Background: an optimization exercise with open tools, aiming at small area. Do not read the settings as production practice.
The RTL was checked by simulation tests, not by an equivalence proof against the original design.

==> flow/design.v (outline; a module is shown in full before it is edited, if it fits) <==
// module multiplier: 4736 lines
// module fa_cell: 4 lines
// module fa1_cell: 4 lines
// module ha_cell: 4 lines
// module mul_unit: 48 lines
module mul_unit (
    input wire clk,
    input wire A_flag,
    input wire U_flag,
    input wire LongMul,
    input wire [31:0] Rm_data,
    input wire [31:0] Rs_data,
    input wire [31:0] Rn_data,
    input wire [31:0] RdHi_data,
    input wire [31:0] RdLo_data,
    input wire [3:0] cpsr_flags,
    output wire [31:0] result_lo,
    output wire [31:0] result_hi,
    output wire [3:0] flags_out
);
  // ...
==> flow/flow/run.sh <==
#!/bin/bash
# Standard layout, except that the port buffers are the smallest buffer cell.
set -euo pipefail
bash standard.sh "BUFFER_PORTS_ARGS=-buffer_cell sky130_fd_sc_hd__buf_1" finish > standard_flow.log 2>&1
==> flow/standard.sh <==
#!/bin/bash
# synth_recipe.tcl (not shown) runs the flow's synth.tcl, then flattens the netlist and writes it again
# the make line also repeats each setting of config.mk as NAME=value (left out here)
make -C /OpenROAD-flow-scripts/flow DESIGN_CONFIG=/design/flow/config.mk WORK_HOME=/design/flow/orfs CLKGATE_MAP_FILE= SYNTH_SCRIPT=/design/flow/synth_recipe.tcl "${@:-finish}"
==> flow/config.mk <==
export PLATFORM = sky130hd
export DESIGN_NAME = mul_unit
export DESIGN_NICKNAME = mul_unit
export VERILOG_FILES = /design/flow/design.v
export SDC_FILE = /design/flow/constraint.sdc
export NUM_CORES = 4
export LEC_CHECK = 0
export ABC_AREA = 1
export CAP_MARGIN = 20
export CORE_MARGIN = 2
export CORE_UTILIZATION = 40
export SLEW_MARGIN = 20
export SYNTH_HIERARCHICAL = 1
export SYNTH_MINIMUM_KEEP_SIZE = 0
==> flow/constraint.sdc <==
create_clock -name core_clock -period 14.0 [get_ports {clk}]
set_input_delay 2.8000 -clock core_clock [delete_from_list [all_inputs] [get_ports {clk}]]
set_output_delay 2.8000 -clock core_clock [all_outputs]
set_load 0.01 [all_outputs]
==> metrics.md, run 1 <==
| Metric | Value |
|---|---|
| Kind of cell adding the most delay to the critical path | `adder cells` |
| Global placement routability congestion | `0.9614` |
| Most common cell after layout, fill and taps aside | `sky130_fd_sc_hd__xor2_1` |
| Maximum net fanout on the critical path | `19` |
| Global-route wire length before repair | `141100 microns` |
| Area share of the largest cell type after synthesis | `between 30% and 40%` |
| Number of synthesized register bits | `134` |
| Antenna violations before repair | `3` |
| Number of diodes added for antenna fixing | `0` |
| Yosys warning total | `7` |
| GR Util met3 | `7.689%` |
| Most common cell type on the critical path | `sky130_fd_sc_hd__nand2_1` |
| Status | `timing/DRC/antenna clean` |
| Bufs w/o clock | `337` |
| Post-route minimum period | `12.56 ns` |
| Crit path arrival time | `12.95 ns` |
| Buffer share of cell area | `5.625%` |
| Max Freq | `0.07961 GHz` |
| Hold crit path type | `flop to flop` |
| Count of cells along the worst register-to-register path | `0` |
| Max cap viols | `0` |
| Worst Hold Slack | `0.3238 ns` |
| Cts repair resizes | `0` |
| Layout clock area frac | `2.024%` |
| Top-level port count | `236` |
| Destination of the worst hold path | `res_qq[26]$_DFF_P_` |
| Clock Tree Root | `sky130_fd_sc_hd__clkbuf_16` |
| Count of inverters not on the clock network in the layout | `around 160` |
| R2r endpoint | `res_qq[45]$_DFF_P_` |
| Proportion of synthesized chip area in sequential cells | `9.580%` |
| Wire length per cell | `24.24 microns` |
| Setup slack, reg-to-reg | `between 10 and 15 ns` |
| Width of the die | `268.6 microns` |
==> run 2: changes to the inputs <==
==> flow/flow/run.sh (replaced) <==
#!/bin/bash
set -euo pipefail
bash standard.sh "BUFFER_PORTS_ARGS=-buffer_cell sky130_fd_sc_hd__buf_1" "CTS_ARGS=-sink_clustering_enable -repair_clock_nets -dont_use_dummy_load -buf_list sky130_fd_sc_hd__clkbuf_8" finish > standard_flow.log 2>&1
--- a/flow/config.mk
+++ b/flow/config.mk
@@ -10,4 +10,5 @@
 export CORE_MARGIN = 2
 export CORE_UTILIZATION = 40
+export GPL_TIMING_DRIVEN = 0
 export SLEW_MARGIN = 20
 export SYNTH_HIERARCHICAL = 1
==> run 2 against run 1 <==
Effect of this change: worst hold slack got worse by 0.018 ns; final area increased by 1.2%; still clean on timing, DRC and antenna; via count increased by 6.7%; highest routed layer unchanged; sequential cell count unchanged; first-iteration DRC count increased by 17%; synthesized cell count unchanged.
==> metrics.md, run 2 <==
| Metric | Value |
|---|---|
| Top flip-flop cell by instance count after synthesis | `sky130_fd_sc_hd__dfxtp_1` |
| Worst-case headroom to the max-slew limit | `around a fifth` |
| Router iterations before antenna repair | `6` |
| Wire length per cell | `27.90 microns (+15%)` |
| Max Freq | `0.07360 GHz (-7.5%)` |
| Max cap viols | `0 (unchanged)` |
| Number of synthesized register bits | `134 (unchanged)` |
| Max stage delay on crit path | `0.61 ns` |
| Violation count after the first detailed-route iteration | `2859` |
| Post-route cell area | `0.03040 sq mm` |
| Measured slew at the worst slew-check pin | `1.185 ns` |
| Reg-to-reg critical path startpoint | `res_q[59]$_DFF_P_` |
| Residual overflow from global routing | `0` |
| Total area of multi-input combinational cells | `around 0.023 sq mm` |
| Proportion of synthesized chip area in sequential cells | `9.580% (unchanged)` |
| Antenna violations before repair | `6 (+3)` |
| Via count of the first global-routing pass | `~24k` |
| Total negative slack | `0 ns` |
| Global-route wire length before repair | `162500 microns (+15%)` |
| Width of the die | `268.6 microns (unchanged)` |
| Met2 Usage GRT | `around half` |
| Num CTS Buffers | `17` |
| Endpoints failing hold | `0` |
| R2r endpoint | `res_qq[59]$_DFF_P_` |
| Register clock-pin slew on the reported worst setup and hold paths | `approximately 0.08 ns` |
| Top cells by count, synth | `571 x sky130_fd_sc_hd__xor2_1, 555 x sky130_fd_sc_hd__fa_1, 511 x sky130_fd_sc_hd__o22ai_1` |
| Ratio of final minimum period to clock period | `97.05%` |
| Number of flops mapped to enable cells by yosys | `0` |
| Count of cells along the worst register-to-register path | `0 (unchanged)` |
| Top-level port count | `236 (unchanged)` |
| Total clock sinks | `between 100 and 150` |
| CTS Buffer Depth | `2` |
| TritonCTS clock tree | `done` |
| Clock Skew | `0.02534 ns` |
| Cell variety after synth | `30` |
| Synthesized area | `0.02800 sq mm` |
| Most used routing layer in global routing | `met2` |
| Kind of cell adding the most delay to the critical path | `adder cells` |
| Stages on worst setup path | `43` |
| Global placement routability congestion | `1.041 (+8.3%)` |
| Layout filler cell count | `7081` |
| Critical path buffers and inverters | `6` |
| Most common cell type on the critical path | `sky130_fd_sc_hd__nand2_1` |
| H-tree levels | `4` |
| Leading cell type by number of instances after synthesis | `sky130_fd_sc_hd__xor2_1` |
| Placed instance area | `roughly 0.030 sq mm` |
| Largest registers ranked by flip-flop count | `res_q x64, res_qq x64` |
| RSZ-0062 raised after global routing | `false` |
| Via Count | `23.81k` |
| Detail Route Antenna Nets | `0` |
| Maximum number of pins on one net before global-route repair | `17` |
| Crit path arrival time | `14.02 ns (+1.07 ns)` |
| Area share of the largest cell type after synthesis | `39.68% (unchanged)` |
| Register area | `0.002683 sq mm` |
| Area added between synthesis and finish | `8.575%` |
| GR met1 Demand/Resource | `about two fifths` |
| Total of buffers placed on input and output ports | `231` |
| Buffers inserted by post-CTS timing repair | `0` |
| Average cell area after synthesis | `9.808 sq um` |
| Clock Tree Root | `sky130_fd_sc_hd__clkbuf_8` |
| Kind of end point of the critical path | `flop` |
| Share of flip-flops with an asynchronous set or reset | `0%` |
| Post-synth top area cell | `sky130_fd_sc_hd__fa_1` |
| Setup slack, reg-to-reg | `13.57 ns (-0.02 ns)` |
| Clk latency of the worst-skew pair | `about 0.56 ns` |
| Die Span Y | `268.6 microns` |
| Capture point of the worst path | `res_q[63]$_DFF_P_` |
| Total of hold buffers inserted after clock tree synthesis | `0` |
| Post-route minimum period | `13.59 ns (+1.025 ns)` |
| Global-route total usage across every layer | `31.76%` |
| CP max stage cell | `sky130_fd_sc_hd__fa_1` |
| Yosys warning total | `7 (unchanged)` |
| Worst Hold Launch | `res_q[16]$_DFF_P_` |
| Fraction of final layout cells sized beyond drive strength 1 | `4.750%` |
| GR Util met3 | `9.014% (+1.3 points)` |
| Die ar. | `0.07214 sq mm` |
| Num rows | `97` |
| Mapped Cells | `2855` |
| Area contributors post-synth | `sky130_fd_sc_hd__fa_1 40%, sky130_fd_sc_hd__xor2_1 18%, sky130_fd_sc_hd__o22ai_1 11%` |
| Placed wire-length estimate after detailed placement | `90990 microns` |
| Number of remaining DRC errors | `0` |
| Maximum net fanout on the critical path | `10 (-9)` |
| Status | `timing/DRC/antenna clean` |
| Leading cell types in the layout, fill and taps excluded | `571 x sky130_fd_sc_hd__xor2_1, 555 x sky130_fd_sc_hd__fa_1, 511 x sky130_fd_sc_hd__o22ai_1` |
| Worst Hold Slack | `0.3057 ns (-0.01805 ns)` |
| Critical path start-end classification | `input port to flop` |
| Crit. Startpoint | `Rs_data[17]` |
| Most common cell after layout, fill and taps aside | `sky130_fd_sc_hd__xor2_1` |
| Number of nets in the layout | `about 4.0k` |
| Worst EP required | `14.44 ns` |
| Core ar. | `around 0.070 sq mm` |
| Max Slew Vio Count | `0` |
| Final Setup Violations | `0` |
| Hold crit path type | `flop to flop` |
| Starting Density | `40.20%` |
| Utilization of the core after routing | `a little over two fifths` |
| Sum of routed wire length over all layers | `113200 microns` |
| Hold depth | `0` |
| Critical path launch point type | `input port` |
| Post-detailed-route via-to-cell ratio | `around 5.9` |
-- run 2: cell count changes in the layout (fill, tap and decap cells not counted), sizes merged --
cell      change
clkbuf      +178
buf          +59
clkinv        -6
inv           -6
clkinvlp      -2
bufinv        -1
diode         +1
-- run 2: Yosys stat by module (local to each module, per instance) --
module      cells  copies in the design  flip-flops and latches  area, sq um
ha_cell         1                    57                       0        12.51
fa_cell         1                   555                       0        20.02
mul_unit      196                     1                     134         2938
multiplier   2047                     1                       0        13240
-- run 2: timing repair --
item	in CTS	in global routing
setup endpoints to repair	1	8
pin swaps	0	0
endpoints found under the hold margin	0	0
gates resized for setup	1	35
-- run 2: worst min path at each step --
stage | to | slack [ns]
global placement | res_qq[16]$_DFF_P_ | 0.31
detailed placement | res_qq[56]$_DFF_P_ | 0.31
finish | res_qq[16]$_DFF_P_ | 0.31
floorplan | c_qq$_DFF_P_ | 0.31
global route | res_qq[16]$_DFF_P_ | 0.31
CTS | res_qq[28]$_DFF_P_ | 0.30
-- run 2: cell families (layout without fill, tap and decap cells) --
logic type,after synthesis,after routing,synth area share (%)
AO/OA/AOI/OAI,559,559,12.38
XOR/XNOR,587,587,18.36
adder cells (fa/ha/maj),689,689,45.67
buffers and inverters,503,749,7.627
flip-flops,134,134,9.580
multiplexers,15,15,0.5362
other,1,17,0.01339
AND/OR/NAND/NOR,367,367,5.840
-- run 2: final cells by class --
| cell class | count | area share (%) |
|---|---|---|
| antenna | 1 | 0.008231 |
| inverter | 158 | 1.951 |
| buffer | 343 | 5.103 |
| clock buffer | 17 | 0.7696 |
| multi-input combinational | 2233 | 76.62 |
| timing repair buffer | 231 | 2.852 |
| tap | 940 | 3.868 |
| sequential | 134 | 8.823 |
-- run 2: metal layers --
metal,part of all wire (%),vias to the layer above
li1,-,9932
met2,44,1666
met4,7.0,8
met1,37,11820
met5,0.043,-
met3,11,389
-- run 2: through the flow --
step | worst slack, ns | instances
6_report | 0.4131 | 4057
5_1_grt | 0.009421 | 4057
4_1_cts | 0.01542 | 4058
3_5_place_dp | -0.5779 | 4041
3_3_place_gp | -0.4896 | 4041
2_1_floorplan | 1.857 | 2870
==> run 3: changes to the inputs <==
--- a/flow/config.mk
+++ b/flow/config.mk
@@ -10,5 +10,4 @@
 export CORE_MARGIN = 2
 export CORE_UTILIZATION = 40
-export GPL_TIMING_DRIVEN = 0
 export SLEW_MARGIN = 20
 export SYNTH_HIERARCHICAL = 1
==> run 3 against run 2 <==
Effect of this change: synthesized area stayed put; critical path type unchanged; still clean on timing, DRC and antenna; global-route usage is 5.6 points lower; worst setup slack improved by 1.1 ns; via count is 6.9% lower; die area unchanged; critical path depth up 7; synthesized cell count stayed put; non-clock buffer count is 237 lower.
==> metrics.md, run 3 <==
| Metric | Value |
|---|---|
| Number of remaining DRC errors | `0 (unchanged)` |
| Max cap viols | `0 (unchanged)` |
| Sum of routed wire length over all layers | `92920 microns (-18%)` |
| TritonCTS clock tree | `done` |
| Total of buffers placed on input and output ports | `232 (+0.43%)` |
| Area contributors post-synth | `sky130_fd_sc_hd__fa_1 40%, sky130_fd_sc_hd__xor2_1 18%, sky130_fd_sc_hd__o22ai_1 11%` |
| Status | `timing/DRC/antenna clean` |
| Maximum net fanout on the critical path | `19 (+9)` |
| Final Setup Violations | `0 (unchanged)` |
| Top-level port count | `236 (unchanged)` |
| Residual overflow from global routing | `0 (unchanged)` |
| Cell variety after synth | `30 (unchanged)` |
| Register clock-pin slew on the reported worst setup and hold paths | `0.08 ns (about the same)` |
| Critical path launch point type | `input port` |
| Most common cell after layout, fill and taps aside | `sky130_fd_sc_hd__xor2_1` |
| Mapped Cells | `2855 (unchanged)` |
| Compound-cell area share of the yosys netlist | `12.38% (unchanged)` |
| Die ar. | `0.07214 sq mm (unchanged)` |
| Max Slew Vio Count | `0 (unchanged)` |
| Placed wire-length estimate after detailed placement | `67960 microns (-25%)` |
| Critical path start-end classification | `input port to flop` |
| GR Util met3 | `7.863% (-1.2 points)` |
| Kind of end point of the critical path | `flop` |
| Leading cell types in the layout, fill and taps excluded | `571 x sky130_fd_sc_hd__xor2_1, 555 x sky130_fd_sc_hd__fa_1, 511 x sky130_fd_sc_hd__o22ai_1` |
| Max Freq | `0.07984 GHz (+8.5%)` |
| Detail Route Antenna Nets | `0 (unchanged)` |
| Most used routing layer in global routing | `met2` |
| Total of hold buffers inserted after clock tree synthesis | `0 (unchanged)` |
| GR met1 Demand/Resource | `33.86% (-5.5 points)` |
| Num CTS Buffers | `17 (unchanged)` |
| Proportion of synthesized chip area in sequential cells | `9.580% (unchanged)` |
| Leading cell type by number of instances after synthesis | `sky130_fd_sc_hd__xor2_1` |
| Starting Density | `40.20% (unchanged)` |
| Layout filler cell count | `6838 (-3.4%)` |
| Width of the die | `268.6 microns (unchanged)` |
| Max stage delay on crit path | `0.57 ns (-0.04 ns)` |
| Largest registers ranked by flip-flop count | `res_q x64, res_qq x64` |
| Worst-case headroom to the max-slew limit | `35.16% (+14 points)` |
| Total negative slack | `0 ns (unchanged)` |
| Maximum number of pins on one net before global-route repair | `66 (+49)` |
| Buffers inserted by post-CTS timing repair | `0 (unchanged)` |
| Wire length per cell | `24.33 microns (-13%)` |
| Crit path arrival time | `12.94 ns (-1.08 ns)` |
| Global-route total usage across every layer | `26.15% (-5.6 points)` |
| Number of synthesized register bits | `134 (unchanged)` |
| Endpoints failing hold | `0 (unchanged)` |
| Core ar. | `0.06966 sq mm (unchanged)` |
| Cts repair resizes | `0 (-1)` |
| CTS Buffer Depth | `2 (unchanged)` |
| Via count of the first global-routing pass | `22.73k (-7.2%)` |
| Number of nets in the layout | `3738 (-6.0%)` |
| Area added between synthesis and finish | `5.974%` |
| Router iterations before antenna repair | `5 (-1)` |
| Xor/xnor share of the synthesized area | `18.36% (unchanged)` |
| Ratio of final minimum period to clock period | `89.46% (-7.6 points)` |
| Simple-gate share of the synthesized area | `5.840% (unchanged)` |
| Synthesized area | `0.02800 sq mm (unchanged)` |
| Via Count | `22.17k (-6.9%)` |
| Proportion of synthesized area in mux cells | `0.5362% (unchanged)` |
| Worst EP required | `14.42 ns (-0.02 ns)` |
| Violation count after the first detailed-route iteration | `2429 (-15%)` |
| Clock Skew | `0.02777 ns (+0.002436 ns)` |
| Number of diodes added for antenna fixing | `0 (-1)` |
| Area share of the largest cell type after synthesis | `39.68% (unchanged)` |
| Clock Tree Root | `sky130_fd_sc_hd__clkbuf_8` |
| Hold crit path type | `flop to flop` |
| Average cell area after synthesis | `9.808 sq um (unchanged)` |
| Final cell count without fillers | `3819 (-5.9%)` |
| Fraction of final layout cells sized beyond drive strength 1 | `7.016% (+2.3 points)` |
| Die Span Y | `268.6 microns (unchanged)` |
| Measured slew at the worst slew-check pin | `0.9692 ns (-0.2163 ns)` |
| Placed cell count | `3801 (-5.9%)` |
| Post-route minimum period | `12.52 ns (-1.062 ns)` |
| Global-route wire length before repair | `141000 microns (-13%)` |
| Top cells by count, synth | `571 x sky130_fd_sc_hd__xor2_1, 555 x sky130_fd_sc_hd__fa_1, 511 x sky130_fd_sc_hd__o22ai_1` |
| Utilization of the core after routing | `42.60% (-1.0 points)` |
| Num rows | `97 (unchanged)` |
| Post-synth top area cell | `sky130_fd_sc_hd__fa_1` |
| Number of flops mapped to enable cells by yosys | `0 (unchanged)` |
| Top flip-flop cell by instance count after synthesis | `sky130_fd_sc_hd__dfxtp_1` |
| Post-detailed-route via-to-cell ratio | `5.805 (-1.1%)` |
| RSZ-0062 raised after global routing | `false` |
| Met2 Usage GRT | `41.30% (-7.8 points)` |
| Synth Area in Adders | `45.67% (unchanged)` |
| Combinational family with the most area after synthesis | `adder cells` |
| Share of flip-flops with an asynchronous set or reset | `0% (unchanged)` |
| Total clock sinks | `134 (unchanged)` |
| Most common cell type on the critical path | `sky130_fd_sc_hd__nand2_1` |
| H-tree levels | `4 (unchanged)` |
| CP max stage cell | `sky130_fd_sc_hd__fa_1` |
| Clk latency of the worst-skew pair | `0.56 ns (about the same)` |
| Global placement routability congestion | `0.9614 (-7.6%)` |
| Worst Hold Slack | `0.3004 ns (-0.005275 ns)` |
| Yosys warning total | `7 (unchanged)` |
| Antenna violations before repair | `3 (-3)` |
## run 3: cell counts after synthesis
Identical to the previous run, type by type.
## run 3: path summary, 6_finish.rpt
check / from / end / slack (ns) / cells after the start
setup / recovery: Rs_data[3] / res_q[63]$_DFF_P_ / 1.48 / 50
hold / removal: res_q[29]$_DFF_P_ / res_qq[29]$_DFF_P_ / 0.30 / 0
setup reg to reg: res_q[41]$_DFF_P_ / res_qq[41]$_DFF_P_ / 13.60 / 0
hold reg to reg: res_q[29]$_DFF_P_ / res_qq[29]$_DFF_P_ / 0.30 / 0
## run 3: layout make-up
class	count	area, sq um	area share [%]
Clock buffer	17	234.0	0.7885
Inverter	158	593.1	1.999
Multi-Input combinational cell	2233	23300	78.51
Sequential cell	134	2683	9.040
Tap cell	940	1176	3.963
Timing Repair Buffer	337	1690	5.696
## run 3: per-stage QoR
stage	cell area [sq um]	setup WS [ns]
3_3_place_gp	29420	1.024
4_1_cts	29660	1.518
5_1_grt	29670	0.8754
3_5_place_dp	29430	0.9480
2_1_floorplan	28060	1.857
6_report	29670	1.475
## run 3: per-module statistics from Yosys, one instance, submodules excluded
| module | times used | flip-flops and latches | cells inside | area [sq um] |
|---|---|---|---|---|
| fa_cell | 555 | 0 | 1 | 20.02 |
| mul_unit | 1 | 134 | 196 | 2938 |
| multiplier | 1 | 0 | 2047 | 13240 |
| ha_cell | 57 | 0 | 1 | 12.51 |
## run 3: cells by family after synthesis
logic type	after synthesis
adders and majority gates	689
xor gates and xnor gates	587
AOI/OAI and AO/OA	559
buffers and inverters	503
and+or+nand+nor	367
DFF	134
muxes	15
other	1
## run 3: critical path, delay by kind of cell
family                     cells  cell delay, ns
AOI/OAI and AO/OA              2            0.33
xor gates and xnor gates       3            0.49
adders and majority gates     16            6.23
buffers and inverters          5            1.23
and+or+nand+nor               24            1.84
## run 3: routing by layer
| metal | part of all wire (%) | vias to the layer above |
|---|---|---|
| met5 | 0.058 | - |
| met4 | 3.5 | 6 |
| met3 | 12 | 221 |
| met2 | 46 | 1477 |
| met1 | 39 | 11020 |
| li1 | - | 9442 |
==> run 4: changes to the inputs <==
--- a/flow/config.mk
+++ b/flow/config.mk
@@ -7,8 +7,10 @@
 export LEC_CHECK = 0
 export ABC_AREA = 1
-export CAP_MARGIN = 20
+export CAP_MARGIN = 0
 export CORE_MARGIN = 2
 export CORE_UTILIZATION = 40
-export SLEW_MARGIN = 20
+export GPL_ROUTABILITY_DRIVEN = 0
+export GPL_TIMING_DRIVEN = 0
+export SLEW_MARGIN = 0
 export SYNTH_HIERARCHICAL = 1
 export SYNTH_MINIMUM_KEEP_SIZE = 0
==> run 4 against run 3 <==
Effect of this change: worst hold slack improved by 0.0093 ns; critical path type unchanged; highest routed layer unchanged; final area increased by 2.4%; via count increased by 8.8%; global-route usage increased by 3.8 points.
==> metrics.md, run 4 <==
| Metric | Value |
|---|---|
| Simple-gate share of the synthesized area | `5.840% (unchanged)` |
| PnR worst setup slack | `0.3977 ns (-1.077 ns)` |
| Max Freq | `0.07352 GHz (-7.9%)` |
| Xor/xnor share of the synthesized area | `18.36% (unchanged)` |
| Number of remaining DRC errors | `0 (unchanged)` |
| Violation count after the first detailed-route iteration | `3492 (+44%)` |
| Wire length per cell | `26.37 microns (+8.4%)` |
| Detail Route Antenna Nets | `0 (unchanged)` |
| Proportion of synthesized area in mux cells | `0.5362% (unchanged)` |
| Worst-case headroom to the max-slew limit | `10.32% (-25 points)` |
| GR met1 Demand/Resource | `37.56% (+3.7 points)` |
| Die ar. | `0.07214 sq mm (unchanged)` |
| Post-detailed-route via-to-cell ratio | `5.940 (+2.3%)` |
| Maximum number of pins on one net before global-route repair | `17 (-74%)` |
| Worst EP required | `14.44 ns (+0.02 ns)` |
| Leading cell type by number of instances after synthesis | `sky130_fd_sc_hd__xor2_1` |
| Layout filler cell count | `7021 (+2.7%)` |
| Largest registers ranked by flip-flop count | `res_q x64, res_qq x64` |
| Max Slew Vio Count | `0 (unchanged)` |
| Ratio of final minimum period to clock period | `97.16% (+7.7 points)` |
| Placed instance area | `0.03010 sq mm (+2.3%)` |
| Met2 Usage GRT | `44.98% (+3.7 points)` |
| GR Util met3 | `10.16% (+2.3 points)` |
| Antenna violations before repair | `7 (+4)` |
| Utilization of the core after routing | `43.62% (+1.0 points)` |
| Clock Tree Root | `sky130_fd_sc_hd__clkbuf_8` |
| Measured slew at the worst slew-check pin | `1.345 ns (+0.3760 ns)` |
| Total of buffers placed on input and output ports | `231 (-0.43%)` |
| Via count of the first global-routing pass | `24.05k (+5.8%)` |
| Compound-cell area share of the yosys netlist | `12.38% (unchanged)` |
| Area contributors post-synth | `sky130_fd_sc_hd__fa_1 40%, sky130_fd_sc_hd__xor2_1 18%, sky130_fd_sc_hd__o22ai_1 11%` |
| Router iterations before antenna repair | `7 (+2)` |
| Register clock-pin slew on the reported worst setup and hold paths | `0.09 ns (about the same)` |
| Num rows | `97 (unchanged)` |
| CTS Buffer Depth | `2 (unchanged)` |
| Crit path arrival time | `14.04 ns (+1.10 ns)` |
| Number of synthesized register bits | `134 (unchanged)` |
| Placed wire-length estimate after detailed placement | `85900 microns (+26%)` |
| Number of flops mapped to enable cells by yosys | `0 (unchanged)` |
| Width of the die | `268.6 microns (unchanged)` |
| Fraction of final layout cells sized beyond drive strength 1 | `4.556% (-2.5 points)` |
| Global-route wire length before repair | `155000 microns (+10%)` |
| Leading cell types in the layout, fill and taps excluded | `571 x sky130_fd_sc_hd__xor2_1, 555 x sky130_fd_sc_hd__fa_1, 511 x sky130_fd_sc_hd__o22ai_1` |
| Maximum net fanout on the critical path | `10 (-9)` |
| Total area of multi-input combinational cells | `0.02328 sq mm (about the same)` |
| Critical path launch point type | `input port` |
| Total of hold buffers inserted after clock tree synthesis | `0 (unchanged)` |
| Status | `timing/DRC/antenna clean` |
| Share of flip-flops with an asynchronous set or reset | `0% (unchanged)` |
| Hold crit path type | `flop to flop` |
| Cell variety after synth | `30 (unchanged)` |
| H-tree levels | `4 (unchanged)` |
| Register area | `0.002683 sq mm (unchanged)` |
| Endpoints failing hold | `0 (unchanged)` |
| Combinational family with the most area after synthesis | `adder cells` |
| Most used routing layer in global routing | `met2` |
| Final Setup Violations | `0 (unchanged)` |
| Top-level port count | `236 (unchanged)` |
| Setup Slack @ Placement | `-0.5246 ns (-1.473 ns)` |
| Critical path start-end classification | `input port to flop` |
| Most common cell after layout, fill and taps aside | `sky130_fd_sc_hd__xor2_1` |
| Total negative slack | `0 ns (unchanged)` |
| RSZ-0062 raised after global routing | `false` |
| TritonCTS clock tree | `done` |
| Area share of the largest cell type after synthesis | `39.68% (unchanged)` |
| Kind of end point of the critical path | `flop` |
| Max stage delay on crit path | `0.66 ns (+0.09 ns)` |
| Worst Hold Slack | `0.3098 ns (+0.009344 ns)` |
| Clock Skew | `0.03059 ns (+0.002818 ns)` |
| Post-synth top area cell | `sky130_fd_sc_hd__fa_1` |
| Buffers inserted by post-CTS timing repair | `0 (unchanged)` |
| Via Count | `24.11k (+8.8%)` |
| Post-route minimum period | `13.60 ns (+1.077 ns)` |
| Starting Density | `40.20% (unchanged)` |
| Proportion of synthesized chip area in sequential cells | `9.580% (unchanged)` |
| Global-route total usage across every layer | `29.92% (+3.8 points)` |
| Post-route cell area | `0.03039 sq mm (+2.4%)` |
| Residual overflow from global routing | `0 (unchanged)` |
| Synth Area in Adders | `45.67% (unchanged)` |
| Top flip-flop cell by instance count after synthesis | `sky130_fd_sc_hd__dfxtp_1` |
| Sum of routed wire length over all layers | `107100 microns (+15%)` |
| Total clock sinks | `134 (unchanged)` |
| Top cells by count, synth | `571 x sky130_fd_sc_hd__xor2_1, 555 x sky130_fd_sc_hd__fa_1, 511 x sky130_fd_sc_hd__o22ai_1` |
| Final cell count without fillers | `4059 (+6.3%)` |
| Num CTS Buffers | `17 (unchanged)` |
| CP max stage cell | `sky130_fd_sc_hd__mux2i_1` |
| Core ar. | `0.06966 sq mm (unchanged)` |
| Die Span Y | `268.6 microns (unchanged)` |
| Most common cell type on the critical path | `sky130_fd_sc_hd__nand2_1` |
| Max cap viols | `0 (unchanged)` |
| Average cell area after synthesis | `9.808 sq um (unchanged)` |
| Yosys warning total | `7 (unchanged)` |
| Cts repair resizes | `0 (unchanged)` |
| Number of nets in the layout | `3976 (+6.4%)` |
| Synthesized area | `0.02800 sq mm (unchanged)` |
| Area added between synthesis and finish | `8.512%` |
| Clk latency of the worst-skew pair | `0.57 ns (about the same)` |
| Mapped Cells | `2855 (unchanged)` |
| Placed cell count | `4041 (+6.3%)` |
[run 4: changes by cell type in the layout (fill, tap and decap cells not counted), sizes merged]
cell,change
inv,+2
clkinv,-2
buf,+60
diode,+2
clkbuf,+178
[run 4: final cells by class]
type / count / area share (%)
diodes: 2 / 0.01647
plain buffers: 344 / 5.106
clock buffers: 17 / 0.7700
inverters: 158 / 1.952
multi-input cells: 2233 / 76.60
flip-flops and latches: 134 / 8.828
well taps: 940 / 3.871
repair buffers: 231 / 2.854
[run 4: per-layer routing]
| metal | vias up | wire length [microns] |
|---|---|---|
| li1 | 9935 | - |
| met4 | 12 | 7401 |
| met3 | 487 | 13950 |
| met1 | 11780 | 39500 |
| met2 | 1897 | 46130 |
| met5 | - | 66 |
[run 4: worst paths after layout]
check | startpoint | endpoint | slack, ns | cells after the start
max | Rs_data[11] | res_q[63]$_DFF_P_ | 0.40 | 48
min | res_q[26]$_DFF_P_ | res_qq[26]$_DFF_P_ | 0.31 | 0
max reg2reg | res_q[28]$_DFF_P_ | res_qq[28]$_DFF_P_ | 13.57 | 0
min reg2reg | res_q[26]$_DFF_P_ | res_qq[26]$_DFF_P_ | 0.31 | 0
[run 4: logic make-up after synthesis]
group	count (synthesis)
buf+inv	503
flops	134
xor+xnor	587
compound gates	559
fa+ha+maj	689
other cells	1
simple gates	367
mux	15
[run 4: critical path: cells and delay by family]
family                   cells  cell delay, ns
buffers and inverters        5            1.70
AO/OA/AOI/OAI                2            0.34
XOR/XNOR                     3            0.45
multiplexers                 1            0.66
adder cells (fa/ha/maj)     17            6.33
AND/OR/NAND/NOR             20            1.71
[run 4: modules after synthesis, one instance, submodules excluded]
module / area [sq um] / cells inside / copies in the design / flops+latches
multiplier: 13240 / 2047 / 1 / 0
ha_cell: 12.51 / 1 / 57 / 0
mul_unit: 2938 / 196 / 1 / 134
fa_cell: 20.02 / 1 / 555 / 0

[separate check: timing with driven ports]
No port has a modelled driver above. Below, the same layouts with a new extraction and two added sets of constraints.
Step 1 assumes that a clkbuf_16 drives the clock port and a buf_2 every other input.
Step 2 times the ports against the registers' clock, not the clock port: input delays grow and output delays shrink by t, the midpoint of the rising clock arrivals with the driver on.
Slacks: ideal / step 1 / step 2; pairs: ideal / step 1.
| run | t (ns) | slack for setup (ns) | clock arrival spread, ns | worst slew at a driven data input, ns |
|---|---|---|---|---|
| run 1 | 0.551 | 1.438 / 1.446 / 0.895 | 0.012 / 0.012 | 0.12 |
| run 2 | 0.607 | 0.413 / 0.444 / -0.164 | 0.031 / 0.031 | 0.11 |
| run 3 | 0.602 | 1.475 / 1.478 / 0.876 | 0.038 / 0.038 | 0.11 |
| run 4 | 0.613 | 0.398 / 0.425 / -0.189 | 0.033 / 0.033 | 0.12 |
Met with ideal ports but missed after step 2: setup timing in run 2 and run 4. For run 3, which loses most, drivers alone change the setup slack by +0.003 ns; drivers and shift together by -0.599 ns.
